What follows belongs to an exercise in optimizing a design on an open flow for small area and a short achievable clock period; a production flow would make more cautious choices.
No functional check of the RTL was part of any run shown here.
Power figures rest on the tool's default switching activity, not on a simulated workload.

==> flow/design.v (outline; a module is shown in full before it is edited, if it fits) <==
// module halfAdder: 10 lines
// module fullAdder: 11 lines
// module PipelinedRadix4BoothWallace32: 2426 lines
module PipelinedRadix4BoothWallace32
(
    input logic clk,
    input logic run,
    input logic signedFlag,  
    input logic [32 - 1 : 0] multiplicand,
    input logic [32 - 1 : 0] multiplier,
    output logic [64 - 1 : 0] out
);
  // ...
==> flow/run.sh <==
#!/bin/bash
# synth_recipe.tcl (not shown) runs the flow's synth.tcl, then flattens the netlist and writes it again
# the make line also repeats each setting of config.mk as NAME=value (left out here)
make -C /OpenROAD-flow-scripts/flow DESIGN_CONFIG=/design/flow/config.mk WORK_HOME=/design/flow/orfs CLKGATE_MAP_FILE= SYNTH_SCRIPT=/design/flow/synth_recipe.tcl finish
==> flow/config.mk <==
export PLATFORM = sky130hd
export DESIGN_NAME = PipelinedRadix4BoothWallace32
export DESIGN_NICKNAME = PipelinedRadix4BoothWallace32
export VERILOG_FILES = /design/flow/design.v
export SDC_FILE = /design/flow/constraint.sdc
export NUM_CORES = 4
export LEC_CHECK = 0
export CAP_MARGIN = 20
export CORE_MARGIN = 2
export CORE_UTILIZATION = 50
export CTS_BUF_LIST = sky130_fd_sc_hd__clkbuf_4 sky130_fd_sc_hd__clkbuf_8
export CTS_CLUSTER_SIZE = 30
export PLACE_DENSITY = 0.65
export SETUP_SLACK_MARGIN = 1.7
export SLEW_MARGIN = 20
export SYNTH_HIERARCHICAL = 1
export SYNTH_MINIMUM_KEEP_SIZE = 0
==> flow/constraint.sdc <==
create_clock -name core_clock -period 4.2 [get_ports {clk}]
set_input_delay 0.8400 -clock core_clock [delete_from_list [all_inputs] [get_ports {clk}]]
set_output_delay 0.8400 -clock core_clock [all_outputs]
set_load 0.01 [all_outputs]
==> results list, run 1 <==
- Startpoint of the most critical register-to-register path: r1_ax[22]$_DFFE_PP_
- Slack of the worst reg-to-reg path: 1.67 ns
* Part of the Yosys area used for sequential elements: 45.1%
- After routing, the total negative slack on setup checks comes to 0 ns.
- Critical register-to-register path endpoint: r2[81]$_DFFE_PP_
- In this run, power in the clock network comes to 5.76 mW.
- Compared with the post-synthesis result, the final layout area differs by 14.1%.
* Period utilization: 60.2%
- Max-cap viol count: 0
* Outcome: no timing/DRC/antenna violations
- Count of nets left with antenna violations after detail routing: 0
* Flip-flop and latch count after synthesis: 660
- Count of TritonRoute iterations in the first routing pass: 7
* Horizontal die dimension: 300 um
- Among all flip-flop cells after synthesis, the most frequent one is edfxtp_1.
- For met1 alone, demand over resource in global routing was 37.4%.
- Largest net degree at the start of global routing: 131
* Final weighted congestion in routability-driven placement: 0.873
- Leading registers by flop count: r2 (299), r3 (137)
* Maximum fanout encountered on the critical timing path: 33
* Capture endpoint of the worst hold path: r4_s[5]$_DFFE_PP_
- Launching element of the worst setup path: r1_ax[22]$_DFFE_PP_
- Non-clock buffering overhead in the final layout: 6.98%
- At the end of the flow, the number of nets in the layout was 3958.
- 131 I/O pins were placed.
==> inputs of run 2 (changes only) <==
--- a/flow/config.mk
+++ b/flow/config.mk
@@ -11,7 +11,7 @@
 export CTS_BUF_LIST = sky130_fd_sc_hd__clkbuf_4 sky130_fd_sc_hd__clkbuf_8
 export CTS_CLUSTER_SIZE = 30
 export PLACE_DENSITY = 0.65
-export SETUP_SLACK_MARGIN = 1.7
+export SETUP_SLACK_MARGIN = 1.8
 export SLEW_MARGIN = 20
 export SYNTH_HIERARCHICAL = 1
 export SYNTH_MINIMUM_KEEP_SIZE = 0
==> run 2 against run 1 <==
  * Power increased by 1.9%
  * Non-clock buffer count decreased by 16
  * Register-to-register slack improved by 0.05 ns
  * Count of clock-buffer cells in the layout increased by 7
  * Critical path depth increased by 1
  * Cell count decreased by 0.38%
  * Highest routed layer unchanged
  * Die area unchanged
  * Synthesized area unchanged
  * Combinational power increased by 3%
  * Worst setup slack improved by 0.045 ns
  * Via count increased by 0.79%
==> results list, run 2 <==
- Outcome: no timing/DRC/antenna violations
- Yosys mapped the design onto 45 distinct sky130hd cell types.
* Detailed placement HPWL: 79.6 mm
* Final-report hold violation count: 0
* Most frequent standard cell in the layout excluding fill and tap cells: edfxtp_1
* DRC violations left: 0
- The maximum number of pins on one net before global-route repair is 110 (-16%).
- Critical register-to-register path endpoint: r2[144]$_DFFE_PP_
- Average via count per standard cell: 6.21
* Slack of the worst reg-to-reg path: 1.72 ns (+0.05 ns)
* Synthesis warning total: 7
- Antenna violations before repair: 5
- Buffers inserted to repair hold after CTS numbered 0.
- Slew of the pin with the lowest slew margin: 0.837 ns
- The region available for standard cell placement spans 86900 sq um.
* Summed negative setup slack over all endpoints: 0 ns (unchanged)
* Unrepaired setup endpoints after global routing: true
- Sequence of cells on the critical path: buf_6 > buf_4 > a22oi_1 > xnor2_1 > fa_2 > fa_1
- Non-filler instance count after layout: 4503
* Clock slew seen by the registers of the worst setup and hold paths: 0.06 ns
- Share of synthesized area spent on multiplexers: 0%
- Period utilization: 59.2% (-1.1 points)
* Top cells by instance count after synthesis: edfxtp_1, xnor2_1, a22oi_1
* Global route total overflow: 0
- Before CTS, the worst setup slack after placement is 1.07 ns.
- Headroom to the max-slew limit came out at 44.2%.
* Number of max-slew violations in the final report: 0
- Hold timing on the final database bottoms out at a slack of 0.405 ns.
* Path depth of the worst reg2reg path: 6
* Number of primary I/O pins: 131 (unchanged)
* Die area: 90300 sq um
- Final worst path period need: 2.48 ns
- Dominant synthesized flop cell: edfxtp_1
* Flip-flop count of the largest register, all copies and words added: 299
* Flip-flop and latch count after synthesis: 660 (unchanged)
- WP depth: 6
- Yosys top cell area share: 45.1%
- Vias in the first global route: 30247
- Clock sink count: 660
- In the synthesized netlist, the number of instances is 3145.
- Number of flops mapped to enable cells by yosys: 660
* Area of all sequential standard cells: 19800 sq um
- The worst setup path is captured at a register.
- From synthesis to final layout, the design area changed by 16.1%.
* Count of TritonRoute iterations in the first routing pass: 9 (+2)
* Area of the mapped netlist: 44000 sq um
- Maximum fanout encountered on the critical timing path: 7 (-79%)
- CTS tree: built
* # nets final: 3943 (-0.38%)
- In this run the worst hold path is classified as reg -> reg.
- In this run the number of H-tree levels came out at 3.
- The kind of cell with the highest combined delay along the critical path is adder cells.
* Startpoint of the most critical register-to-register path: r1_ax[32]$_DFFE_PP_
- The synthesized netlist devotes 10.3% of its cell area to compound gates.
- The layout has 6738 filler cells.
- Synthesis produced a netlist with a net count of 3830.
- Setup violations remaining at the end of the flow were counted as 0.
- Combinational family with the most area after synthesis: adder cells
* Post-synthesis adder-cell area fraction: 26.0%
- IR analysis of the VDD net gives a maximum drop of 0.000408 V.
- During placement, the flow inserted port buffers numbering 130.
* Max-cap viol count: 0 (unchanged)
- Vert. Die Dim: 300 um
- Leaving out fill and tap cells, the most frequent cells in the layout are edfxtp_1, xnor2_1, fa_1.
* Effective utilization at floorplan: 50.6%
- Tracing the worst setup path back leads to its startpoint at r1_ax[32]$_DFFE_PP_.
- The clock passes through at most 3 buffers.
- Summed over all layers, the routed wires come to 126 mm.
- In the final layout, the share of cells above drive strength 1 is 17.6%.
- Async S/R FF share, synth: 0%
- Largest cells by area after synthesis: edfxtp_1, fa_1, xnor2_1, a22oi_1, ha_1
- STA puts the critical path data required time at 4.75 ns.
- Most common cell in the netlist: edfxtp_1
- Detailed-route wire length per cell: 28.1 um
* Leading registers by flop count: r2 (299), r3 (137)
- Crit path launch type: register
* Part of the Yosys area used for sequential elements: 45.1% (unchanged)
- Category of the critical setup timing path: reg -> reg
- The horizontal extent of the die came to 300 um (unchanged).
- CP peak stage delay: 0.63 ns
- Count of nets left with antenna violations after detail routing: 0 (unchanged)
- CTS Root Buffer Type: clkbuf_8
- On the critical path, the stage with the largest delay is an instance of fa_2.
- Once placement completed, the tool counted placed cells totaling 4206.
- The critical path contains buffers and inverters numbering 2 combined.
- Timing would allow up to 402 MHz.
* Post-layout power: 38.0 mW
* Synthesized area divided by synthesized cell count: 14.0 sq um
* Dominant cell type by area after synthesis: edfxtp_1
- Summed over all cells, the static leakage comes to 18.3 nW.
- Wire length of the first global-routing pass: 190 mm
- Ranked by flip-flop count, first place goes to r2.
* Worst Setup Slack, final: 1.72 ns
- Worst path arrival time: 3.04 ns
- Worst-Skew Late Latency: 0.81 ns
* Setup crit end: r2[144]$_DFFE_PP_
- Number of DRC violations after detailed-routing iteration 0: 3807
* Power Dens Cells: 744 nW/um^2
- The floorplan has 108 rows.
- Across every metal layer, demand over resource in global routing totals 28.3%.
* Via count: 27956
* Total clock buffers created by CTS: 115
- In the final layout, the multi-input gates occupy 23600 sq um.
* Final weighted congestion in routability-driven placement: 0.878 (+0.63%)
- Clock skew on the completed layout was measured at 0.0615 ns.
* Synth Area in Simple Gates: 2.76%
- Post-synthesis share of cell area spent on xor and xnor gates: 12.3%
-- run 2: cell types whose count changed in the layout (fill, tap and decap cells not counted), sizes merged --
cell / before / now
buf: 205 / 188
clkbuf: 147 / 155
bufinv: 4 / 3
clkinvlp: 6 / 3
clkinv: 50 / 47
inv: 96 / 98
clkdlybuf4s50: 69 / 65
dlymetal6s2s: 3 / 0
dlygate4sd2: 57 / 64
diode: 4 / 1
-- run 2: logic make-up (layout without fill, tap and decap cells) --
logic type,Yosys count,count (layout)
other,0,1
xor gates and xnor gates,617,617
AOI/OAI and AO/OA,622,622
adders and majority gates,618,618
buffers and inverters,421,623
DFF,660,660
and+or+nand+nor,207,207
-- run 2: how the worst min path moves through the flow --
stage,startpoint,endpoint,slack (ns),cells past startpoint
after floorplan,r2[0]$_DFFE_PP_,r3[0]$_DFFE_PP_,0.40,0
after global placement,r2[60]$_DFFE_PP_,r3[34]$_DFFE_PP_,0.40,0
after detailed placement,r2[225]$_DFFE_PP_,r3[97]$_DFFE_PP_,0.40,0
after CTS,r2[225]$_DFFE_PP_,r3[97]$_DFFE_PP_,0.40,0
after global routing,r2[3]$_DFFE_PP_,r3[3]$_DFFE_PP_,0.43,0
final,r2[225]$_DFFE_PP_,r3[97]$_DFFE_PP_,0.41,0
-- run 2: layout make-up --
cell class	count	area share, %
antenna	1	0.00490
clock buffer	148	3.60
timing repair buffer	324	7.14
inverter	93	0.684
clock inverter	58	0.704
multi-input combinational	2064	46.2
sequential	660	38.8
tap	1155	2.83
-- run 2: repair_timing --
| item | in CTS | in global routing |
|---|---|---|
| hold endpoints to repair | 0 | 0 |
| gates resized for setup | 221 | 255 |
| pin swaps | 70 | 135 |
| buffers inserted | 69 | 15 |
| endpoints found under the setup margin | 338 | 148 |
| cloned | 1 | 5 |
-- run 2: worst register-to-register path: cells and delay by family (launching register included) --
| family | cells | cell delay, ns |
|---|---|---|
| buf+inv | 2 | 0.35 |
| fa+ha+maj | 2 | 1.06 |
| flops | 1 | 0.51 |
| compound gates | 1 | 0.18 |
| xor+xnor | 1 | 0.13 |
-- run 2: report_power, final --
part	internal [mW]	switching, mW	total (mW)	leakage, nW
Clock	3.04	2.77	5.81	1.16
Sequential	12.2	1.60	13.8	6.47
Combinational	8.32	10.1	18.4	10.7
Total	23.5	14.5	38.0	18.3
-- run 2: per-layer routing --
layer	track usage (%)	part of all wire, %
met1	38.9	39
met2	41.9	44
met3	9.34	13
met4	10.8	4.0
met5	0	0.066
-- run 2: modules after synthesis (local to each module, per instance) --
module	flops+latches	cells	area [sq um]	copies in the design
PipelinedRadix4BoothWallace32	660	2635	34000	1
fullAdder	0	1	20.0	479
halfAdder	0	1	12.5	31
-- run 2: through the flow --
stage	util [%]	cell area (sq um)
floorplan	-	44000
global placement	53.3	46300
detailed placement	53.4	46400
CTS	57.3	49800
global route	58.7	51000
finish	58.7	51000
==> inputs of run 3 (changes only) <==
--- a/flow/config.mk
+++ b/flow/config.mk
@@ -10,8 +10,9 @@
 export CORE_UTILIZATION = 50
 export CTS_BUF_LIST = sky130_fd_sc_hd__clkbuf_4 sky130_fd_sc_hd__clkbuf_8
 export CTS_CLUSTER_SIZE = 30
+export GPL_ROUTABILITY_DRIVEN = 0
 export PLACE_DENSITY = 0.65
-export SETUP_SLACK_MARGIN = 1.8
+export SETUP_SLACK_MARGIN = 1.7
 export SLEW_MARGIN = 20
 export SYNTH_HIERARCHICAL = 1
 export SYNTH_MINIMUM_KEEP_SIZE = 0
==> run 3 against run 2 <==
  * Cell count up 0.38%
  * Wire length fell by 1.6%
  * Synthesized cell count did not move
  * Utilization down 1.0 points
  * Register-to-register slack got worse by 0.05 ns
  * Synthesized area did not move
  * Sequential power about the same
  * Count of clock-buffer cells in the layout shrank 7
  * Critical endpoint is now r2[81]$_DFFE_PP_
  * Clock skew up 0.00096 ns
  * Clock power down 0.9%
  * Non-clock buffer count increased by 16
  * Global-route usage down 0.44 points
==> results list, run 3 <==
- The overall die height was 300 um (unchanged).
- Max Root-Sink Buffers: 3 (unchanged)
- Share of post-route cells with drive strength above 1: 13.4% (-4.2 points)
- The total placed cells including tap cells is 4228 (+0.52%).
* Horizontal die dimension: 300 um (unchanged)
- edfxtp_1 is the most common cell in the netlist.
- Wire length of the first global-routing pass: 187 mm (-1.6%)
- The fraction of the yosys area taken by sequential cells came to 45.1% (unchanged).
- Detailed placement HPWL: 79.9 mm (+0.38%)
- The total clock sinks is 660 (unchanged).
- Count of buffers inserted at the top-level ports: 130 (unchanged)
- More flip-flops sit in one register than any other, and that register is r2.
* Detailed-route wire length per cell: 27.5 um (-2.0%)
* Critical Path Slowest Stage Cell: fa_2
* Core Rows: 108 (unchanged)
- The final critical-path share of the clock period came to 60.2% (+1.1 points).
* Leading registers by flop count: r2 (299), r3 (137)
* Multi-input combinational cell area: 22800 sq um (-3.1%)
- Area of all sequential standard cells: 19800 sq um (unchanged)
* Largest cells by area after synthesis: edfxtp_1, fa_1, xnor2_1, a22oi_1, ha_1
- Non-filler instance count after layout: 4520 (+0.38%)
* Path depth of the worst reg2reg path: 5 (-1)
* Total clock buffers created by CTS: 114 (-0.87%)
- Number of different library cells in the post-synthesis netlist: 45 (unchanged)
- Dominant cell type by area after synthesis: edfxtp_1
- Flip-flop count of the largest register, all copies and words added: 299 (unchanged)
- The clock tree skew after final layout came to 0.0625 ns (+0.000963 ns).
- The area of the placeable core was 86900 sq um (unchanged).
- The clock edge transition at the registers on the reported setup and hold paths is 0.06 ns (about the same).
- The count of final hold-check violations is 0 (unchanged).
* Number of max-slew violations in the final report: 0 (unchanged)
* Dominant synthesized flop cell: edfxtp_1
* Synthesis warning total: 7 (unchanged)
- DRC violations left: 0 (unchanged)
* Worst path arrival time: 3.00 ns (-0.04 ns)
- The highest attainable clock frequency came to 395 MHz (-1.8%).
- Total routing usage reported by global routing: 27.8% (-0.44 points)
* Final wirelength: 124 mm (-1.6%)
- Static leakage: 18.1 nW (-0.88%)
* Flip-flop and latch count after synthesis: 660 (unchanged)
* Count of TritonRoute iterations in the first routing pass: 7 (-2)
- The worst hold path terminates at r4_s[5]$_DFFE_PP_.
- Slew headroom: 43.8% (-0.37 points)
* CTS H-tree depth: 3 (unchanged)
- The run finished with no timing, DRC or antenna violations.
* Antenna violations before repair: 3 (-2)
- The critical path required time was 4.67 ns (-0.08 ns).
- The cell count after synthesis came to 3145 (unchanged).
- The iteration-0 DRC count of the detailed router is 3461 (-9.1%).
- Top cells by instance count after synthesis: edfxtp_1, xnor2_1, a22oi_1
- Walking the worst path, the cells encountered are buf_12 > a22oi_1 > xnor2_1 > fa_2 > fa_1.
* Number of primary I/O pins: 131 (unchanged)
- Effective utilization at floorplan: 50.6% (unchanged)
* Worst-Skew Late Latency: 0.80 ns (about the same)
* Hold WC Path Type: reg -> reg
- The number of nets with antenna violations after routing is 0 (unchanged).
- On the critical path the largest part of the delay comes from adder cells.
* Summed negative setup slack over all endpoints: 0 ns (unchanged)
- The largest stage delay on the critical path was 0.55 ns (-0.08 ns).
- The library cell used most frequently in the layout, excluding fill and tap cells, is edfxtp_1.
- The post-synthesis instance area came to 44000 sq um (unchanged).
- The reported max-cap violation count was 0 (unchanged).
- The number of stages on the worst hold path is 0 (unchanged).
- Setup repair after global routing could not meet its margin everywhere.
* Via count: 27737 (-0.78%)
- The slew of the pin with the lowest slew margin was 0.843 ns (+0.00555 ns).
* CTS Root Buffer Type: clkbuf_8
* Mapped Nets: 3830 (unchanged)
- The number of buffer and inverter stages on the critical path was 1 (-1).
* Maximum fanout encountered on the critical timing path: 33 (+26)
- The via count of the first global-routing pass was 29973 (-0.91%).
- Kind of capture point of the worst setup path: register
- Slack of the worst reg-to-reg path: 1.67 ns (-0.05 ns)
* Crit path launch type: register
- Number of flops mapped to enable cells by yosys: 660 (unchanged)
* Post-synthesis to final-layout area growth: 14.1%
- Filler cell count in the final layout: 6748 (+0.15%)
* Commonest non-fill, non-tap cells in the layout: edfxtp_1, xnor2_1, fa_1
* Peak ir drop on the vdd network: 0.000338 V (-17%)
- The mean instance size in the synthesized netlist is 14.0 sq um (unchanged).
- The critical path starts at r1_ax[22]$_DFFE_PP_.
- The aggregate global routing overflow is 0 (unchanged).
- The clock period minus worst slack is 2.53 ns (+0.0454 ns).
- Critical register-to-register path endpoint: r2[81]$_DFFE_PP_
* Startpoint of the tightest hold check path: r3[6]$_DFFE_PP_
- The power per standard cell area was 743 nW/um^2 (-0.17%).
- The critical path is of the reg -> reg type.
- Average via count per standard cell: 6.14 (-1.2%)
* Startpoint of the most critical register-to-register path: r1_ax[22]$_DFFE_PP_
- CTS tree: built
- The net count reported at finish is 3958 (+0.38%).
- Final setup viols: 0 (unchanged)
- Async S/R FF share, synth: 0% (unchanged)
- The top-area cell type share of the netlist area was 45.1% (unchanged).
* Largest net degree at the start of global routing: 131 (+19%)
- Die area: 90300 sq um (unchanged)
[run 3: stage by stage]
step | instance area (sq um) | util (%) | hold slack [ns] | worst slack, ns | total power, mW
after CTS | 49700 | 57.2 | 0.417 | 1.65 | 37.4
after detailed placement | 46500 | 53.6 | 0.405 | 0.846 | 31.5
after floorplan | 44000 | - | 0.400 | 1.69 | 24.5
after global routing | 50100 | 57.7 | 0.426 | 1.64 | 40.3
after global placement | 46500 | 53.6 | 0.404 | 0.911 | 30.6
final | 50200 | 57.7 | 0.416 | 1.67 | 37.3
[run 3: metal layers]
metal,vias up,share of wire [%],routed length (um),GRT usage (%)
li1,11445,-,-,-
met1,14018,39,48300,37.4
met2,1842,44,55100,41.4
met3,430,12,15400,8.82
met4,2,4.5,5540,13.0
met5,-,0.010,13,0.106
[run 3: cell families (layout without fill, tap and decap cells)]
family / count (synthesis) / in the layout / share of synthesized area [%]
other: 0 / 4 / 0
AOI/OAI and AO/OA: 622 / 622 / 10.3
and+or+nand+nor: 207 / 207 / 2.76
xor gates and xnor gates: 617 / 617 / 12.3
buffers and inverters: 421 / 637 / 3.60
adders and majority gates: 618 / 618 / 26.0
DFF: 660 / 660 / 45.1
[run 3: worst max-delay path by stage]
| stage | endpoint | slack, ns | depth (start not counted) |
|---|---|---|---|
| finish | r2[81]$_DFFE_PP_ | 1.67 | 5 |
| floorplan | r2[107]$_DFFE_PP_ | 1.69 | 5 |
| global placement | r5[61]$_DFFE_PP_ | 0.91 | 8 |
| detailed placement | r5[61]$_DFFE_PP_ | 0.85 | 8 |
| CTS | r5[61]$_DFFE_PP_ | 1.65 | 8 |
| global route | r2[281]$_DFFE_PP_ | 1.64 | 6 |
[run 3: per-module statistics from Yosys (local to each module, per instance)]
module | times used | flip-flops and latches | cell area [sq um] | cells inside
halfAdder | 31 | 0 | 12.5 | 1
fullAdder | 479 | 0 | 20.0 | 1
PipelinedRadix4BoothWallace32 | 1 | 660 | 34000 | 2635
[run 3: final cells by class]
| cell class | count | share of cell area, % |
|---|---|---|
| clock inverter | 63 | 0.841 |
| sequential | 660 | 39.5 |
| tap | 1155 | 2.88 |
| inverter | 93 | 0.696 |
| clock buffer | 141 | 3.53 |
| timing repair buffer | 340 | 6.98 |
| antenna | 4 | 0.0200 |
| multi-input combinational | 2064 | 45.5 |
[run 3: power by group]
group / leakage [nW] / switching [mW] / internal, mW
Clock: 1.14 / 2.74 / 3.02
Sequential: 6.47 / 1.53 / 12.1
Combinational: 10.5 / 9.82 / 8.02
Total: 18.1 / 14.1 / 23.2
[run 3: worst reg2reg max path, stage by stage, from the launching register on]
cell and delay, ns:
edfxtp_1 0.40, buf_12 0.25, a22oi_1 0.19, xnor2_1 0.29
fa_2 0.56, fa_1 0.52
[run 3: timing repair]
action,CTS,global route
setup endpoints to repair,324,113
pin swaps,2,37
setup buffers,82,1
gates resized for setup,111,96
hold buffers,0,0
endpoints found under the hold margin,0,0
gates cloned,0,1
==> inputs of run 4 (changes only) <==
--- a/flow/config.mk
+++ b/flow/config.mk
@@ -8,9 +8,7 @@
 export CAP_MARGIN = 20
 export CORE_MARGIN = 2
 export CORE_UTILIZATION = 50
-export CTS_BUF_LIST = sky130_fd_sc_hd__clkbuf_4 sky130_fd_sc_hd__clkbuf_8
 export CTS_CLUSTER_SIZE = 30
-export GPL_ROUTABILITY_DRIVEN = 0
 export PLACE_DENSITY = 0.65
 export SETUP_SLACK_MARGIN = 1.7
 export SLEW_MARGIN = 20
==> run 4 against run 3 <==
  * Via count down 0.88%
  * Clock power up 21%
  * Combinational power about the same
  * Sequential share of layout area down 0.32 points
  * Register-to-register slack about the same
  * Cell count down 1.5%
  * Worst hold slack better by 0.0022 ns
  * Critical path depth up 1
  * First-iteration DRC count up 5.4%
  * Global-route usage down 0.097 points
  * Wire length down 0.69%
  * Critical endpoint is now r2[69]$_DFFE_PP_
==> results list, run 4 <==
- The worst-path maximum fanout was 11 (-67%).
- Slew of the pin with the lowest slew margin: 0.808 ns (-0.0347 ns)
* Share of post-route cells with drive strength above 1: 11.7% (-1.7 points)
- Worst setup skew after layout: 0.0335 ns (-0.0290 ns)
- Slack of the worst reg-to-reg path: 1.67 ns (about the same)
- Mapped Nets: 3830 (unchanged)
- Average via count per standard cell: 6.17 (+0.59%)
- The cts-stage hold buffer count was 0 (unchanged).
- Worst-Skew Late Latency: 0.66 ns (-0.14 ns)
* Largest cells by area after synthesis: edfxtp_1, fa_1, xnor2_1, a22oi_1, ha_1
* Vias in the first global route: 29557 (-1.4%)
- The wire length after detailed routing came to 124 mm (-0.69%).
- The library cell used most frequently in the layout, excluding fill and tap cells, is edfxtp_1.
- CTS Root Buffer Type: clkbuf_16
- Setup repair after global routing could not meet its margin everywhere.
* CP peak stage delay: 0.52 ns (-0.03 ns)
- Clock sink count: 660 (unchanged)
- Of all cell types, the one taking the most synthesized area is edfxtp_1.
- Global route total overflow: 0 (unchanged)
* Number of DRC violations after detailed-routing iteration 0: 3649 (+5.4%)
- The global-route usage over all layers is 27.7% (-0.097 points).
- The count of standard-cell rows is 108 (unchanged).
- The count of antenna diodes in the layout came to 0 (-4).
* Antenna violations before repair: 1 (-2)
- The critical path is of the reg -> reg type.
- The kind of cell with the highest combined delay along the critical path is adder cells.
- The worst register-to-register path ends at r2[69]$_DFFE_PP_.
* Number of primary I/O pins: 131 (unchanged)
- The count of cell types in the netlist is 45 (unchanged).
- Most Frequent Cell on Critical Path: fa_1
- Slew headroom: 46.1% (+2.3 points)
* Vert. Die Dim: 300 um (unchanged)
* Async S/R FF share, synth: 0% (unchanged)
- Outcome: no timing/DRC/antenna violations
* Worst path arrival time: 2.89 ns (-0.11 ns)
- The wire length of the first global-routing pass is 186 mm (-0.37%).
* Hold WC Path Type: reg -> reg
* Horizontal die dimension: 300 um (unchanged)
* Yosys top cell area share: 45.1% (unchanged)
* Most common cell in the netlist: edfxtp_1
- The net count reported at finish came to 3924 (-0.86%).
- Count of buffers inserted at the top-level ports: 130 (unchanged)
- The total placed cells including tap cells is 4228 (unchanged).
- Flip-flop count of the largest register, all copies and words added: 299 (unchanged)
- The number of nets with antenna violations after routing was 0 (unchanged).
- The clock edge transition at the registers on the reported setup and hold paths came to 0.06 ns (about the same).
* Count of TritonRoute iterations in the first routing pass: 6 (-1)
- Sequence of cells on the critical path: buf_12 > buf_4 > a22oi_1 > xnor2_1 > fa_1 > fa_1
- The worst setup path is launched from a register.
- Detailed-route wire length per cell: 27.7 um (+0.78%)
- WP buf/inv: 2 (+1)
- The accumulated negative setup slack is 0 ns (unchanged).
- The worst-case reg-to-reg path depth came to 6 (+1).
- The worst-case setup margin in the final layout is 1.67 ns (+0.000320 ns).
* Number of max-slew violations in the final report: 0 (unchanged)
- Synthesized area divided by synthesized cell count: 14.0 sq um (unchanged)
- At the end of routability-driven placement, the weighted congestion stood at 0.873.
- Compared with the post-synthesis result, the final layout area differs by 15.0%.
- Peak ir drop on the vdd network: 0.000362 V (+7.1%)
* DRC violations left: 0 (unchanged)
- Via count: 27492 (-0.88%)
- The clock tree buffer depth was 3 (unchanged).
- Largest Register: r2
- Pre-CTS setup slack: 0.846 ns (unchanged)
- TritonCTS built the clock tree.
- The detailed placer's ending HPWL came to 79.9 mm (unchanged).
* Total clock buffers created by CTS: 77 (-32%)
- For this run, the leading register cell type out of synthesis is edfxtp_1.
- The count of final hold-check violations was 0 (unchanged).
* Number of flops mapped to enable cells by yosys: 660 (unchanged)
* Data required time of the critical path: 4.56 ns (-0.11 ns)
- The number of stages on the worst hold path is 0 (unchanged).
* Leading registers by flop count: r2 (299), r3 (137)
* CTS H-tree depth: 3 (unchanged)
* Startpoint of the most critical register-to-register path: r1_one[4]$_DFFE_PP_
- Commonest non-fill, non-tap cells in the layout: edfxtp_1, xnor2_1, a22oi_1
- Non-filler instance count after layout: 4454 (-1.5%)
- Top cells by instance count after synthesis: edfxtp_1, xnor2_1, a22oi_1
* Part of the Yosys area used for sequential elements: 45.1% (unchanged)
- The largest individual stage delay along the critical path comes from the cell fa_1.
- Core box area: 86900 sq um (unchanged)
* Kind of capture point of the worst setup path: register
- Final setup viols: 0 (unchanged)
- Largest net degree at the start of global routing: 131 (unchanged)
- Effective utilization at floorplan: 50.6% (unchanged)
- The startpoint identified for the worst hold timing path is r2[236]$_DFFE_PP_.
* Period utilization: 60.2% (about the same)
- Final worst path period need: 2.53 ns (-0.000320 ns)
- Static leakage: 18.1 nW (about the same)
- Area of the mapped netlist: 44000 sq um (unchanged)
- The highest attainable clock frequency was 395 MHz (about the same).
* Synthesis warning total: 7 (unchanged)
- Post-Syn Instances: 3145 (unchanged)
- Max-cap viol count: 0 (unchanged)
* Flip-flop and latch count after synthesis: 660 (unchanged)
- The worst hold path terminates at r3[102]$_DFFE_PP_.
- The area of the die is 90300 sq um (unchanged).
- The power per standard cell area was 765 nW/um^2 (+2.9%).
run 4: cell counts after synthesis:
No cell type changed its count.
run 4: metrics by stage:
step | area (sq um) | total power [mW] | hold WS [ns] | utilization (%)
2_1_floorplan | 44000 | 24.5 | 0.400 | -
6_report | 50600 | 38.7 | 0.418 | 58.2
3_5_place_dp | 46500 | 31.5 | 0.405 | 53.6
5_1_grt | 50600 | 41.7 | 0.425 | 58.2
3_3_place_gp | 46500 | 30.6 | 0.404 | 53.6
4_1_cts | 50300 | 38.8 | 0.416 | 57.9
run 4: layout make-up:
class	count	area (sq um)
clock inverters	51	632
flip-flops and latches	660	19800
clock buffers	88	1990
repair buffers	343	3580
multi-input cells	2064	22800
inverters	93	349
well taps	1155	1450
fillers	6654	36300
run 4: cells by family after synthesis:
kind of cell	share of synthesized area [%]
AND/OR/NAND/NOR	2.76
AO/OA/AOI/OAI	10.3
XOR/XNOR	12.3
buffers and inverters	3.60
adder cells (fa/ha/maj)	26.0
flip-flops	45.1
run 4: report_power, final:
part / internal, mW / leakage, nW / switching, mW
logic: 8.20 / 10.4 / 9.86
registers: 12.1 / 6.47 / 1.52
clock network: 4.12 / 1.25 / 2.83
run 4: worst max path at each step:
stage	startpoint	end	slack, ns	cells after the start
3_5_place_dp	r4_s[14]$_DFFE_PP_	r5[61]$_DFFE_PP_	0.85	8
6_report	r1_one[4]$_DFFE_PP_	r2[69]$_DFFE_PP_	1.67	6
5_1_grt	r1_one[4]$_DFFE_PP_	r2[69]$_DFFE_PP_	1.65	6
4_1_cts	r4_s[22]$_DFFE_PP_	r5[61]$_DFFE_PP_	1.68	8
2_1_floorplan	r1_neg[7]$_DFFE_PP_	r2[107]$_DFFE_PP_	1.69	5
3_3_place_gp	r4_s[14]$_DFFE_PP_	r5[61]$_DFFE_PP_	0.91	8
run 4: Yosys stat by module (local to each module, per instance):
module / area (sq um) / cells inside
fullAdder: 20.0 / 1
PipelinedRadix4BoothWallace32: 34000 / 2635
halfAdder: 12.5 / 1
run 4: metal layers:
layer	up-vias	part of all wire (%)	GRT usage, %
li1	11354	-	-
met1	13983	39	37.7
met2	1794	45	41.6
met3	355	12	8.28
met4	6	4.1	11.8
met5	-	0.096	0.423
run 4: timing repair:
item | CTS | global route
setup endpoints to repair | 267 | 103
buffers inserted | 82 | 5
resized for setup | 51 | 71
pin swaps | 2 | 18
==> inputs of run 5 (changes only) <==
--- a/flow/config.mk
+++ b/flow/config.mk
@@ -8,6 +8,7 @@
 export CAP_MARGIN = 20
 export CORE_MARGIN = 2
 export CORE_UTILIZATION = 50
+export CTS_BUF_LIST = sky130_fd_sc_hd__clkbuf_8
 export CTS_CLUSTER_SIZE = 30
 export PLACE_DENSITY = 0.65
 export SETUP_SLACK_MARGIN = 1.7
==> run 5 against run 4 <==
  * Utilization is 0.59 points lower
  * Maximum frequency is 0.72% lower
  * Count of clock-buffer cells in the layout is 26 higher
  * Die area stayed put
  * First-iteration DRC count is 5.5% lower
  * Flip-flop and latch count stayed put
  * Sequential power hardly changed
  * Register-to-register slack worse by 0.02 ns
  * Sequential share of layout area is 0.40 points higher
  * Worst setup slack worse by 0.018 ns
  * Clock power is about 20% lower
  * Global-route usage is 0.091 points higher
==> results list, run 5 <==
- The static leakage came to 18.1 nW (+0.11%).
* Detailed placement HPWL: 79.9 mm (unchanged)
* Detailed-route wire length on metal 1: 48.5 mm (+0.67%)
- The post-synthesis instance area came to 44000 sq um (unchanged).
- Peak ir drop on the vdd network: 0.000336 V (-7.0%)
* Final-report hold violation count: 0 (unchanged)
- The total length of routed met2 wires was 55.8 mm (+1.4%).
- The worst-path maximum fanout was 33 (+22).
* Count of TritonRoute iterations in the first routing pass: 6 (unchanged)
- The largest stage delay on the critical path came to 0.57 ns (+0.05 ns).
- Commonest non-fill, non-tap cells in the layout: edfxtp_1, xnor2_1, fa_1
- The slew of the pin with the lowest slew margin was 0.855 ns (+0.0467 ns).
- The worst endpoint data arrival time is 3.01 ns (+0.12 ns).
- Most common cell in the netlist: edfxtp_1
- Via count: 27788 (+1.1%)
* Dominant synthesized flop cell: edfxtp_1
- Period utilization: 60.7% (+0.43 points)
- TritonCTS built the clock tree.
- Detailed-route wire length per cell: 27.6 um (-0.58%)
- The initial cell density of the core was 50.6% (unchanged).
* DRC violations left: 0 (unchanged)
- Power Dens Cells: 740 nW/um^2 (-3.2%)
- Antenna violations before repair: 3 (+2)
* Flip-flop count of the largest register, all copies and words added: 299 (unchanged)
* Summed negative setup slack over all endpoints: 0 ns (unchanged)
- Largest Register: r2
- The count of H-tree levels built during CTS was 3 (unchanged).
* Clock slew seen by the registers of the worst setup and hold paths: 0.06 ns (about the same)
* CTS Root Buffer Type: clkbuf_8
- The aggregate global routing overflow is 0 (unchanged).
- Largest cells by area after synthesis: edfxtp_1, fa_1, xnor2_1, a22oi_1, ha_1
- Share of post-route cells with drive strength above 1: 12.6% (+0.86 points)
* Data required time of the critical path: 4.67 ns (+0.11 ns)
- Core box area: 86900 sq um (unchanged)
* Post-Syn Instances: 3145 (unchanged)
- The number of endpoints failing setup at the final stage came to 0 (unchanged).
* Met3 Wirelength: 15.2 mm (+0.60%)
- Number of different library cells in the post-synthesis netlist: 45 (unchanged)
- Max-cap viol count: 0 (unchanged)
- The number of buffers added by the clock tree synthesis step came to 114 (+48%).
- The cts-stage hold buffer count is 0 (unchanged).
- The clock tree skew after final layout was 0.0675 ns (+0.0340 ns).
* Top cells by instance count after synthesis: edfxtp_1, xnor2_1, a22oi_1
- Number of primary I/O pins: 131 (unchanged)
- The synthesis warning total was 7 (unchanged).
- Vert. Die Dim: 300 um (unchanged)
* Worst-Skew Late Latency: 0.80 ns (+0.14 ns)
* Core Rows: 108 (unchanged)
- Part of the Yosys area used for sequential elements: 45.1% (unchanged)
- Count of buffers inserted at the top-level ports: 130 (unchanged)
- Dominant cell type by area after synthesis: edfxtp_1
- Count of nets left with antenna violations after detail routing: 0 (unchanged)
- Synthesized area divided by synthesized cell count: 14.0 sq um (unchanged)
* Vias in the first global route: 29951 (+1.3%)
- The top-area cell type share of the netlist area came to 45.1% (unchanged).
- The final weighted congestion in routability-driven placement came to 0.873 (unchanged).
- Async S/R FF share, synth: 0% (unchanged)
- Total routing usage reported by global routing: 27.8% (+0.091 points)
- STA classifies the critical path endpoint as a register.
- The clock period minus worst slack was 2.55 ns (+0.0183 ns).
- Category of the critical setup timing path: reg -> reg
- # nets final: 3958 (+0.87%)
* Most frequent standard cell in the layout excluding fill and tap cells: edfxtp_1
- Crit path launch type: register
- Highest clock rate: 392 MHz (-0.72%)
* Mapped Nets: 3830 (unchanged)
* Slew headroom: 43.0% (-3.1 points)
- The wire length after detailed routing came to 125 mm (+0.87%).
- The iteration-0 DRC count of the detailed router is 3450 (-5.5%).
- Critical Path Slowest Stage Cell: fa_1
- The number of fillers in the final layout is 6769 (+1.7%).
- The flip-flop and latch count after synthesis came to 660 (unchanged).
- Post-synthesis to final-layout area growth: 13.9%
- Max Root-Sink Buffers: 3 (unchanged)
- The number of vias per cell came to 6.15 (-0.38%).
* Outcome: no timing/DRC/antenna violations
* Hold WC Path Type: reg -> reg
- Number of flops mapped to enable cells by yosys: 660 (unchanged)
* Die area: 90300 sq um (unchanged)
- Horizontal die dimension: 300 um (unchanged)
- Wire length of the first global-routing pass: 187 mm (+0.38%)
- Setup repair after global routing could not meet its margin everywhere.
* Clock sink count: 660 (unchanged)
- Post-layout power: 37.0 mW (-4.2%)
* Leading registers by flop count: r2 (299), r3 (137)
* Largest net degree at the start of global routing: 131 (unchanged)
- Number of max-slew violations in the final report: 0 (unchanged)
- Traced cell by cell, the critical path runs through buf_6 > a22oi_1 > xnor2_1 > fa_1 > fa_1.
- The detailed router used layers up to and including met5.
* Most Frequent Cell on Critical Path: fa_1
[run 5: final cells by class]
type	instances	area [sq um]	area share (%)
Inverter	93	349	0.697
Timing Repair Buffer	340	3500	6.99
Antenna cell	3	7.51	0.0150
Clock buffer	114	1570	3.13
Sequential cell	660	19800	39.6
Multi-Input combinational cell	2064	22800	45.6
Tap cell	1155	1450	2.89
Clock inverter	90	523	1.04
[run 5: critical path, delay by kind of cell (launching register included)]
kind            cells  cell delay [ns]
fa+ha+maj           2             1.05
xor+xnor            1             0.24
flops               1             0.34
buf+inv             1             0.41
compound gates      1             0.19
[run 5: path summary, 6_finish.rpt]
check / cells after the start / to / slack (ns) / from
setup reg to reg: 5 / r2[174]$_DFFE_PP_ / 1.65 / r1_two[9]$_DFFE_PP_
hold reg to reg: 0 / r4_s[5]$_DFFE_PP_ / 0.42 / r3[6]$_DFFE_PP_
setup / recovery: 5 / r2[174]$_DFFE_PP_ / 1.65 / r1_two[9]$_DFFE_PP_
hold / removal: 0 / r4_s[5]$_DFFE_PP_ / 0.42 / r3[6]$_DFFE_PP_
[run 5: logic make-up after synthesis]
logic type,share of synthesized area [%]
adders and majority gates,26.0
and+or+nand+nor,2.76
buffers and inverters,3.60
AOI/OAI and AO/OA,10.3
xor gates and xnor gates,12.3
DFF,45.1
[run 5: metal layers]
layer / GRT usage (%) / up-vias
met5: 0.106 / -
met4: 12.6 / 4
met3: 8.48 / 405
met2: 41.6 / 1874
met1: 37.6 / 14073
li1: - / 11432
[run 5: where the power goes]
| group | switching, mW | internal, mW | leakage [nW] |
|---|---|---|---|
| clock | 2.75 | 2.78 | 1.16 |
| combinational | 9.83 | 8.01 | 10.5 |
| sequential | 1.53 | 12.1 | 6.47 |
| total | 14.1 | 22.9 | 18.1 |
[run 5: what timing repair did]
action,CTS,global route
setup endpoints to repair,325,113
gates cloned,0,1
resized for setup,112,95
pin swaps,2,37
buffers inserted,82,1
[run 5: per-module statistics from Yosys (local to each module, per instance)]
module | flops+latches | times used
fullAdder | 0 | 479
PipelinedRadix4BoothWallace32 | 660 | 1
halfAdder | 0 | 31
[run 5: per-stage QoR]
step	cell area, sq um	std cells	hold WS (ns)	worst slack (ns)	utilization (%)
6_report	50000	4519	0.416	1.65	57.6
5_1_grt	50000	4517	0.426	1.64	57.6
4_1_cts	49600	4514	0.417	1.65	57.1
3_5_place_dp	46500	4228	0.405	0.846	53.6
3_3_place_gp	46500	4228	0.404	0.911	53.6
2_1_floorplan	44000	3145	0.400	1.69	-
==> inputs of run 6 (changes only) <==
--- a/flow/config.mk
+++ b/flow/config.mk
@@ -9,7 +9,8 @@
 export CORE_MARGIN = 2
 export CORE_UTILIZATION = 50
 export CTS_BUF_LIST = sky130_fd_sc_hd__clkbuf_8
-export CTS_CLUSTER_SIZE = 30
+export CTS_CLUSTER_DIAMETER = 40
+export CTS_CLUSTER_SIZE = 40
 export PLACE_DENSITY = 0.65
 export SETUP_SLACK_MARGIN = 1.7
 export SLEW_MARGIN = 20
==> run 6 against run 5 <==
  * Sequential share of layout area is 0.27 points lower
  * Combinational power barely moved
  * Critical path depth increased by 1
  * Via count decreased by 0.39%
  * Critical path type unchanged
  * Highest routed layer unchanged
  * Synthesized cell count unchanged
  * Clock skew is 0.013 ns higher
  * Still clean
  * Synthesized area did not move
  * Power grew 2.1%
  * Maximum frequency up 1.3%
==> results list, run 6 <==
- DRC violations left: 0 (unchanged)
- Die area: 90300 sq um (unchanged)
- Pre-CTS setup slack: 0.846 ns (unchanged)
- The critical path required time was 4.71 ns (+0.04 ns).
* Placed cell area: 46500 sq um (unchanged)
- The critical path goes through buf_4 > buf_4 > a22oi_1 > xnor2_1 > fa_1 > fa_1.
* Part of the Yosys area used for sequential elements: 45.1% (unchanged)
* Hold-fix buffer count after cts: 0 (unchanged)
* Largest delay share family, worst path: adder cells
- The root buffer cell chosen for the clock tree is clkbuf_8.
- Outcome: no timing/DRC/antenna violations
- The wire length after detailed routing was 124 mm (-0.36%).
- The worst setup path is captured at a register.
* Flip-flop and latch count after synthesis: 660 (unchanged)
- The total placed cells including tap cells came to 4228 (unchanged).
- The overall die height is 300 um (unchanged).
- Count of TritonRoute iterations in the first routing pass: 8 (+2)
- The total vias in the final route was 27680 (-0.39%).
- Leading registers by flop count: r2 (299), r3 (137)
- The share of synthesized registers carrying an async set or reset came to 0% (unchanged).
- The count of H-tree levels built during CTS came to 3 (unchanged).
- Most frequent standard cell in the layout excluding fill and tap cells: edfxtp_1
* Antenna violations before repair: 3 (unchanged)
- The aggregate global routing overflow was 0 (unchanged).
- Leaving out fill and tap cells, the most frequent cells in the layout are edfxtp_1, xnor2_1, fa_1.
- The count of cell types in the netlist came to 45 (unchanged).
* Count of buffers inserted at the top-level ports: 130 (unchanged)
* Post-synthesis to final-layout area growth: 14.7%
- The worst-case setup margin in the final layout was 1.68 ns (+0.0323 ns).
* Peak ir drop on the vdd network: 0.000339 V (+0.71%)
* Core Rows: 108 (unchanged)
- Detailed-route wire length per cell: 27.5 um (-0.38%)
- Wire length of the first global-routing pass: 187 mm (about the same)
* Number of flops mapped to enable cells by yosys: 660 (unchanged)
- The number of vias per cell came to 6.12 (-0.41%).
- Number of DRC violations after detailed-routing iteration 0: 3327 (-3.6%)
- Dominant cell type by area after synthesis: edfxtp_1
* Clock sink count: 660 (unchanged)
- Largest cells by area after synthesis: edfxtp_1, fa_1, xnor2_1, a22oi_1, ha_1
* Max Root-Sink Buffers: 3 (unchanged)
- Critical Path Slowest Stage Cell: fa_1
- Horizontal die dimension: 300 um (unchanged)
- Mapped Nets: 3830 (unchanged)
- The worst-path maximum fanout is 14 (-58%).
* Final hold slack: 0.421 ns (+0.00479 ns)
* Synthesis warning total: 7 (unchanged)
* Vias in the first global route: 29845 (-0.35%)
- Slew headroom: 46.3% (+3.3 points)
- The min-delay analysis places its worst path in the category reg -> reg.
* Synthesized area divided by synthesized cell count: 14.0 sq um (unchanged)
- Post-layout power: 37.8 mW (+2.1%)
* CTS tree: built
- Share of post-route cells with drive strength above 1: 14.2% (+1.6 points)
- Unrepaired setup endpoints after global routing: true
* Power Dens Cells: 750 nW/um^2 (+1.4%)
- Utilization after layout: 58.0% (+0.40 points)
* Period utilization: 59.9% (-0.77 points)
* Final worst path period need: 2.52 ns (-0.0323 ns)
- Detailed placement HPWL: 79.9 mm (unchanged)
- Largest net degree at the start of global routing: 131 (unchanged)
* Largest Register: r2
- Max-cap viol count: 0 (unchanged)
- The net count reported at finish came to 3955 (-0.076%).
- Most common cell in the netlist: edfxtp_1
* WP buf/inv: 2 (+1)
* Total routing usage reported by global routing: 27.8% (-0.035 points)
- The highest attainable clock frequency was 398 MHz (+1.3%).
- Number of max-slew violations in the final report: 0 (unchanged)
- Top cells by instance count after synthesis: edfxtp_1, xnor2_1, a22oi_1
- The number of primary I/O pins is 131 (unchanged).
* Worst path arrival time: 3.02 ns (about the same)
- Final weighted congestion in routability-driven placement: 0.873 (unchanged)
- The number of nets with antenna violations after routing came to 0 (unchanged).
* Flip-flop count of the largest register, all copies and words added: 299 (unchanged)
* Summed negative setup slack over all endpoints: 0 ns (unchanged)
- Crit path launch type: register
- The count of final hold-check violations came to 0 (unchanged).
* CP peak stage delay: 0.52 ns (-0.05 ns)
- Static leakage: 18.2 nW (+0.14%)
- Clock slew seen by the registers of the worst setup and hold paths: 0.07 ns (about the same)
* Slew of the pin with the lowest slew margin: 0.806 ns (-0.0489 ns)
- Yosys top cell area share: 45.1% (unchanged)
- Post-route cell area: 50400 sq um (+0.69%)
- Post-Syn Instances: 3145 (unchanged)
- The clock tree skew after final layout was 0.0808 ns (+0.0133 ns).
- The number of endpoints failing setup at the final stage came to 0 (unchanged).
- The count of non-filler cells in the finished layout came to 4520 (+0.022%).
- The clock latency of the later-clocked register in the worst-skew pair is 0.80 ns (about the same).
- Dominant synthesized flop cell: edfxtp_1
* Category of the critical setup timing path: reg -> reg
- Area of the mapped netlist: 44000 sq um (unchanged)
* Core box area: 86900 sq um (unchanged)
- Effective utilization at floorplan: 50.6% (unchanged)
- Total clock buffers created by CTS: 105 (-7.9%)
run 6: power breakdown:
group          internal [mW]  switching [mW]
logic                   8.05            9.86
clock network           3.19            3.06
registers               12.1            1.52
run 6: repair_timing:
action	in CTS	in global routing
cloned	0	1
hold endpoints to repair	0	0
setup endpoints to repair	324	87
setup buffers	84	5
gates resized for setup	123	106
pin swaps	3	35
run 6: layer usage:
metal  global-route usage [%]  vias to the layer above  part of all wire (%)
met1                     37.3                    14009                    39
met4                     12.0                        4                   4.3
met2                     41.9                     1830                    44
met3                     8.72                      395                    13
met5                    0.317                        -                 0.045
li1                         -                    11442                     -
run 6: cell families (layout without fill, tap and decap cells):
kind of cell               Yosys count  count (layout)  synth area share (%)
buffers and inverters              421             638                  3.60
xor gates and xnor gates           617             617                  12.3
DFF                                660             660                  45.1
other                                0               3                     0
AOI/OAI and AO/OA                  622             622                  10.3
adders and majority gates          618             618                  26.0
and+or+nand+nor                    207             207                  2.76
run 6: cell type report:
| class | instances | area [sq um] |
|---|---|---|
| Antenna cell | 3 | 7.51 |
| Clock buffer | 107 | 1470 |
| Clock inverter | 92 | 933 |
| Fill cell | 6701 | 36500 |
| Inverter | 93 | 349 |
| Multi-Input combinational cell | 2064 | 22900 |
| Sequential cell | 660 | 19800 |
| Tap cell | 1155 | 1450 |
| Timing Repair Buffer | 346 | 3500 |
run 6: worst paths after layout:
| path | start | end | slack [ns] | depth (start not counted) |
|---|---|---|---|---|
| worst max-delay path | r1_ax[27]$_DFFE_PP_ | r2[128]$_DFFE_PP_ | 1.68 | 6 |
| worst min register to register | r3[6]$_DFFE_PP_ | r4_s[5]$_DFFE_PP_ | 0.42 | 0 |
| worst min-delay path | r3[6]$_DFFE_PP_ | r4_s[5]$_DFFE_PP_ | 0.42 | 0 |
| worst max register to register | r1_ax[27]$_DFFE_PP_ | r2[128]$_DFFE_PP_ | 1.68 | 6 |
run 6: per-module statistics from Yosys (local to each module, per instance):
module	flops+latches	times used	cells inside	area [sq um]
PipelinedRadix4BoothWallace32	660	1	2635	34000
fullAdder	0	479	1	20.0
halfAdder	0	31	1	12.5
==> inputs of run 7 (changes only) <==
--- a/flow/config.mk
+++ b/flow/config.mk
@@ -7,11 +7,10 @@
 export LEC_CHECK = 0
 export CAP_MARGIN = 20
 export CORE_MARGIN = 2
-export CORE_UTILIZATION = 50
-export CTS_BUF_LIST = sky130_fd_sc_hd__clkbuf_8
-export CTS_CLUSTER_DIAMETER = 40
-export CTS_CLUSTER_SIZE = 40
-export PLACE_DENSITY = 0.65
+export CORE_UTILIZATION = 55
+export CTS_BUF_LIST = sky130_fd_sc_hd__clkbuf_4 sky130_fd_sc_hd__clkbuf_8
+export CTS_CLUSTER_SIZE = 30
+export PLACE_DENSITY = 0.72
 export SETUP_SLACK_MARGIN = 1.7
 export SLEW_MARGIN = 20
 export SYNTH_HIERARCHICAL = 1
==> run 7 against run 6 <==
  * Clock skew shrank 0.031 ns
  * Global-route usage increased by 2.5 points
  * Power is 0.96% higher
  * Critical path type unchanged
  * Largest cell class unchanged
  * Largest power group unchanged
==> results list, run 7 <==
* Outcome: no timing/DRC/antenna violations
- DRC violations left: 0 (unchanged)
* Multi-input combinational cell area: 22800 sq um (-0.30%)
- Kind of capture point of the worst setup path: register
- The count of cell types in the netlist was 45 (unchanged).
- Dominant cell type by area after synthesis: edfxtp_1
- The area of the die is 82200 sq um (-9.0%).
- The global-route usage over all layers came to 30.3% (+2.5 points).
* Critical register-to-register path endpoint: r2[101]$_DFFE_PP_
- The clock tree buffer depth is 3 (unchanged).
- The final weighted congestion in routability-driven placement was 0.931 (+6.6%).
- Capture endpoint of the worst hold path: r4_s[4]$_DFFE_PP_
- The synthesized net count came to 3830 (unchanged).
- Cell depth of the worst hold path: 0 (unchanged)
- Post-Syn Instances: 3145 (unchanged)
- The critical path required time was 4.68 ns (-0.03 ns).
- Core box area: 79000 sq um (-9.1%)
* Wire length of the first global-routing pass: 185 mm (-0.65%)
- WP buf/inv: 3 (+1)
- The length of the first detailed-routing pass in iterations was 6 (-2).
- The share of synthesized registers carrying an async set or reset is 0% (unchanged).
* Sequence of cells on the critical path: buf_4 > buf_4 > clkbuf_16 > a22oi_1 > xnor2_1 > fa_2 > fa_1
- The maximum vdd ir drop is 0.000331 V (-2.1%).
- Detailed placement HPWL: 79.4 mm (-0.59%)
* Hold-fix buffer count after cts: 0 (unchanged)
- On the critical path the largest part of the delay comes from adder cells.
* Worst path arrival time: 3.04 ns (+0.02 ns)
- Total clock buffers created by CTS: 113 (+7.6%)
- Final wirelength: 124 mm (about the same)
- Worst setup skew after layout: 0.0496 ns (-0.0312 ns)
- Most common cell in the netlist: edfxtp_1
- The worst hold slack came to 0.419 ns (-0.00214 ns).
- The number of enable-type register cells in the synthesized netlist is 660 (unchanged).
- Via count: 28449 (+2.8%)
- Summed negative setup slack over all endpoints: 0 ns (unchanged)
- For this design, the slowest cell found on the critical path is fa_1.
- The mean instance size in the synthesized netlist came to 14.0 sq um (unchanged).
- The count of H-tree levels built during CTS came to 3 (unchanged).
- The count of standard-cell rows was 103 (-4.6%).
- The clock period minus worst slack was 2.56 ns (+0.0416 ns).
- The initial cell density of the core is 55.6% (+5.1 points).
* Slew headroom: 47.0% (+0.74 points)
- Slew of the pin with the lowest slew margin: 0.795 ns (-0.0111 ns)
- The largest stage delay on the critical path is 0.49 ns (-0.03 ns).
- Worst-Skew Late Latency: 0.76 ns (-0.04 ns)
- Number of primary I/O pins: 131 (unchanged)
- Average via count per standard cell: 6.43 (+5.1%)
- STA classifies the critical path startpoint as a register.
* Count of buffers inserted at the top-level ports: 130 (unchanged)
* Final-report hold violation count: 0 (unchanged)
- The area growth from synthesis to layout is 14.3%.
- The top-area cell type share of the netlist area was 45.1% (unchanged).
- Path depth of the worst reg2reg path: 7 (+1)
* Most Frequent Cell on Critical Path: buf_4
- The startpoint identified for the worst hold timing path is r3[5]$_DFFE_PP_.
- For this run, the leading register cell type out of synthesis is edfxtp_1.
* Slack of the worst reg-to-reg path: 1.64 ns (-0.04 ns)
- The iteration-0 DRC count of the detailed router is 4259 (+28%).
* Max-cap viol count: 0 (unchanged)
* CTS Root Buffer Type: clkbuf_8
- Period utilization: 60.9% (+0.99 points)
* Leading registers by flop count: r2 (299), r3 (137)
- Clock slew seen by the registers of the worst setup and hold paths: 0.06 ns (about the same)
* Synthesis warning total: 7 (unchanged)
* Final setup viols: 0 (unchanged)
- The via count of the first global-routing pass is 30334 (+1.6%).
- The post-synthesis instance area was 44000 sq um (unchanged).
- Most frequent standard cell in the layout excluding fill and tap cells: edfxtp_1
- The flip-flop and latch count after synthesis came to 660 (unchanged).
* Maximum fanout encountered on the critical timing path: 8 (-6)
- Counting instances in the post-synthesis netlist gives the leading cell types as edfxtp_1, xnor2_1, a22oi_1.
- Filler cell count in the final layout: 5685 (-15%)
- Largest cells by area after synthesis: edfxtp_1, fa_1, xnor2_1, a22oi_1, ha_1
- The number of nets with antenna violations after routing was 0 (unchanged).
- In this run the critical register-to-register path is launched from r1_ax[5]$_DFFE_PP_.
- The net count reported at finish was 3965 (+0.25%).
- Highest clock rate: 391 MHz (-1.6%)
* Antenna violations before repair: 2 (-1)
- The critical path is of the reg -> reg type.
- Setup repair after global routing could not meet its margin everywhere.
- The share of final-layout standard cells stronger than drive strength 1 is 13.5% (-0.71 points).
* Area of all sequential standard cells: 19800 sq um (unchanged)
- Horizontal die dimension: 287 um (-4.6%)
* Commonest non-fill, non-tap cells in the layout: edfxtp_1, xnor2_1, a22oi_1
- The power per standard cell area was 760 nW/um^2 (+1.3%).
- Flip-flop count of the largest register, all copies and words added: 299 (unchanged)
* Largest net degree at the start of global routing: 95 (-27%)
* Vert. Die Dim: 287 um (-4.6%)
* Global route total overflow: 0 (unchanged)
- TritonCTS built the clock tree.
- The count of pins over their slew limit was 0 (unchanged).
- Hold WC Path Type: reg -> reg
- Detailed-route wire length per cell: 28.1 um (+2.2%)
- The static leakage is 18.2 nW (+0.44%).
- Clock sink count: 660 (unchanged)
- Counting flops per register, the top entry is r2.
- The fraction of the yosys area taken by sequential cells was 45.1% (unchanged).
==> run 7: cell counts after synthesis <==
Identical to the previous run, type by type.
==> run 7: cell families (layout without fill, tap and decap cells) <==
group | Yosys count | after routing | share of synthesized area [%]
adders and majority gates | 618 | 618 | 26.0
AOI/OAI and AO/OA | 622 | 622 | 10.3
buffers and inverters | 421 | 645 | 3.60
xor gates and xnor gates | 617 | 617 | 12.3
DFF | 660 | 660 | 45.1
and+or+nand+nor | 207 | 207 | 2.76
other | 0 | 2 | 0
==> run 7: area by class of cell <==
type | count | area share, %
multi-input combinational | 2064 | 45.4
sequential | 660 | 39.5
timing repair buffer | 348 | 7.23
clock buffer | 148 | 3.63
tap | 1050 | 2.62
clock inverter | 56 | 0.962
inverter | 93 | 0.695
antenna | 2 | 0.00997
==> run 7: worst reg2reg max path: stages (launching register included) <==
cell	delay [ns]
edfxtp_1	0.36
buf_4	0.19
buf_4	0.17
clkbuf_16	0.17
a22oi_1	0.24
xnor2_1	0.19
fa_2	0.48
fa_1	0.49
==> run 7: through the flow <==
step           utilization, %  cell area (sq um)  setup slack, ns  power [mW]  std cells
2_1_floorplan               -              44000             1.69        24.5       3145
3_3_place_gp             58.7              46400            0.981        30.6       4109
3_5_place_dp             58.7              46400             1.09        31.7       4110
4_1_cts                  63.0              49700             1.69        38.0       4406
5_1_grt                  63.6              50200             1.64        40.9       4420
6_report                 63.6              50200             1.64        38.2       4421
==> run 7: power breakdown <==
part | total, mW | leakage, nW | switching [mW] | internal [mW]
sequential | 13.7 | 6.47 | 1.60 | 12.2
combinational | 18.4 | 10.6 | 10.1 | 8.32
clock | 6.05 | 1.21 | 2.73 | 3.32
==> run 7: routing by layer <==
layer	up-vias	part of all wire, %	global-route usage (%)
met3	503	15	11.1
met1	14154	37	40.8
met4	4	4.9	13.5
li1	11436	-	-
met2	2352	43	44.2
met5	-	0.093	0.930
==> run 7: what timing repair did <==
action,CTS,global route
setup buffers,92,10
resized for setup,76,78
pin swaps,3,26
cloned,0,3
endpoints found under the setup margin,285,84
==> run 7: worst max-delay path by stage <==
stage                   startpoint  slack [ns]           endpoint  cells after the start
4_1_cts         r1_ax[5]$_DFFE_PP_        1.69   r2[10]$_DFFE_PP_                      6
3_5_place_dp    r1_ax[4]$_DFFE_PP_        1.09   r2[10]$_DFFE_PP_                      5
2_1_floorplan  r1_neg[7]$_DFFE_PP_        1.69  r2[107]$_DFFE_PP_                      5
3_3_place_gp    r1_ax[5]$_DFFE_PP_        0.98   r2[45]$_DFFE_PP_                      4
6_report        r1_ax[5]$_DFFE_PP_        1.64  r2[101]$_DFFE_PP_                      7
5_1_grt         r1_ax[5]$_DFFE_PP_        1.64  r2[101]$_DFFE_PP_                      7
==> run 7: per-module statistics from Yosys, one instance, submodules excluded <==
module / flip-flops and latches / cell area (sq um)
PipelinedRadix4BoothWallace32: 660 / 34000
fullAdder: 0 / 20.0
halfAdder: 0 / 12.5

-- port drivers added, routing unchanged --
The results above use ideal ports. As a check the final layouts listed here were re-extracted and re-timed, cells and wires unchanged. Step 1 sets driving cells, clkbuf_16 on the clock port and buf_2 on the other inputs (assumed; they add their load-dependent delay and slew). Step 2 also shifts input and output timing later by t, the mid clock arrival at the registers, as if the neighbouring blocks saw the same clock. Slacks: no drivers / after step 1 / after step 2; pairs: no drivers / after step 1.
| run | shift t [ns] | setup WS [ns] | slew at the worst register clock pin (ns) |
|---|---|---|---|
| run 1 | 0.834 | 1.670 / 1.670 / 1.670 | 0.07 / 0.07 |
| run 2 | 0.845 | 1.715 / 1.715 / 1.561 | 0.07 / 0.07 |
| run 3 | 0.834 | 1.670 / 1.670 / 1.670 | 0.07 / 0.07 |
| run 4 | 0.708 | 1.670 / 1.670 / 1.670 | 0.07 / 0.07 |
| run 5 | 0.832 | 1.652 / 1.652 / 1.652 | 0.07 / 0.07 |
| run 6 | 0.823 | 1.684 / 1.684 / 1.684 | 0.09 / 0.09 |
| run 7 | 0.806 | 1.643 / 1.643 / 1.643 | 0.07 / 0.07 |
After both steps every run listed still meets setup and hold. For run 2, which loses most, drivers alone change the setup slack by 0.000 ns; drivers and shift together by -0.154 ns.
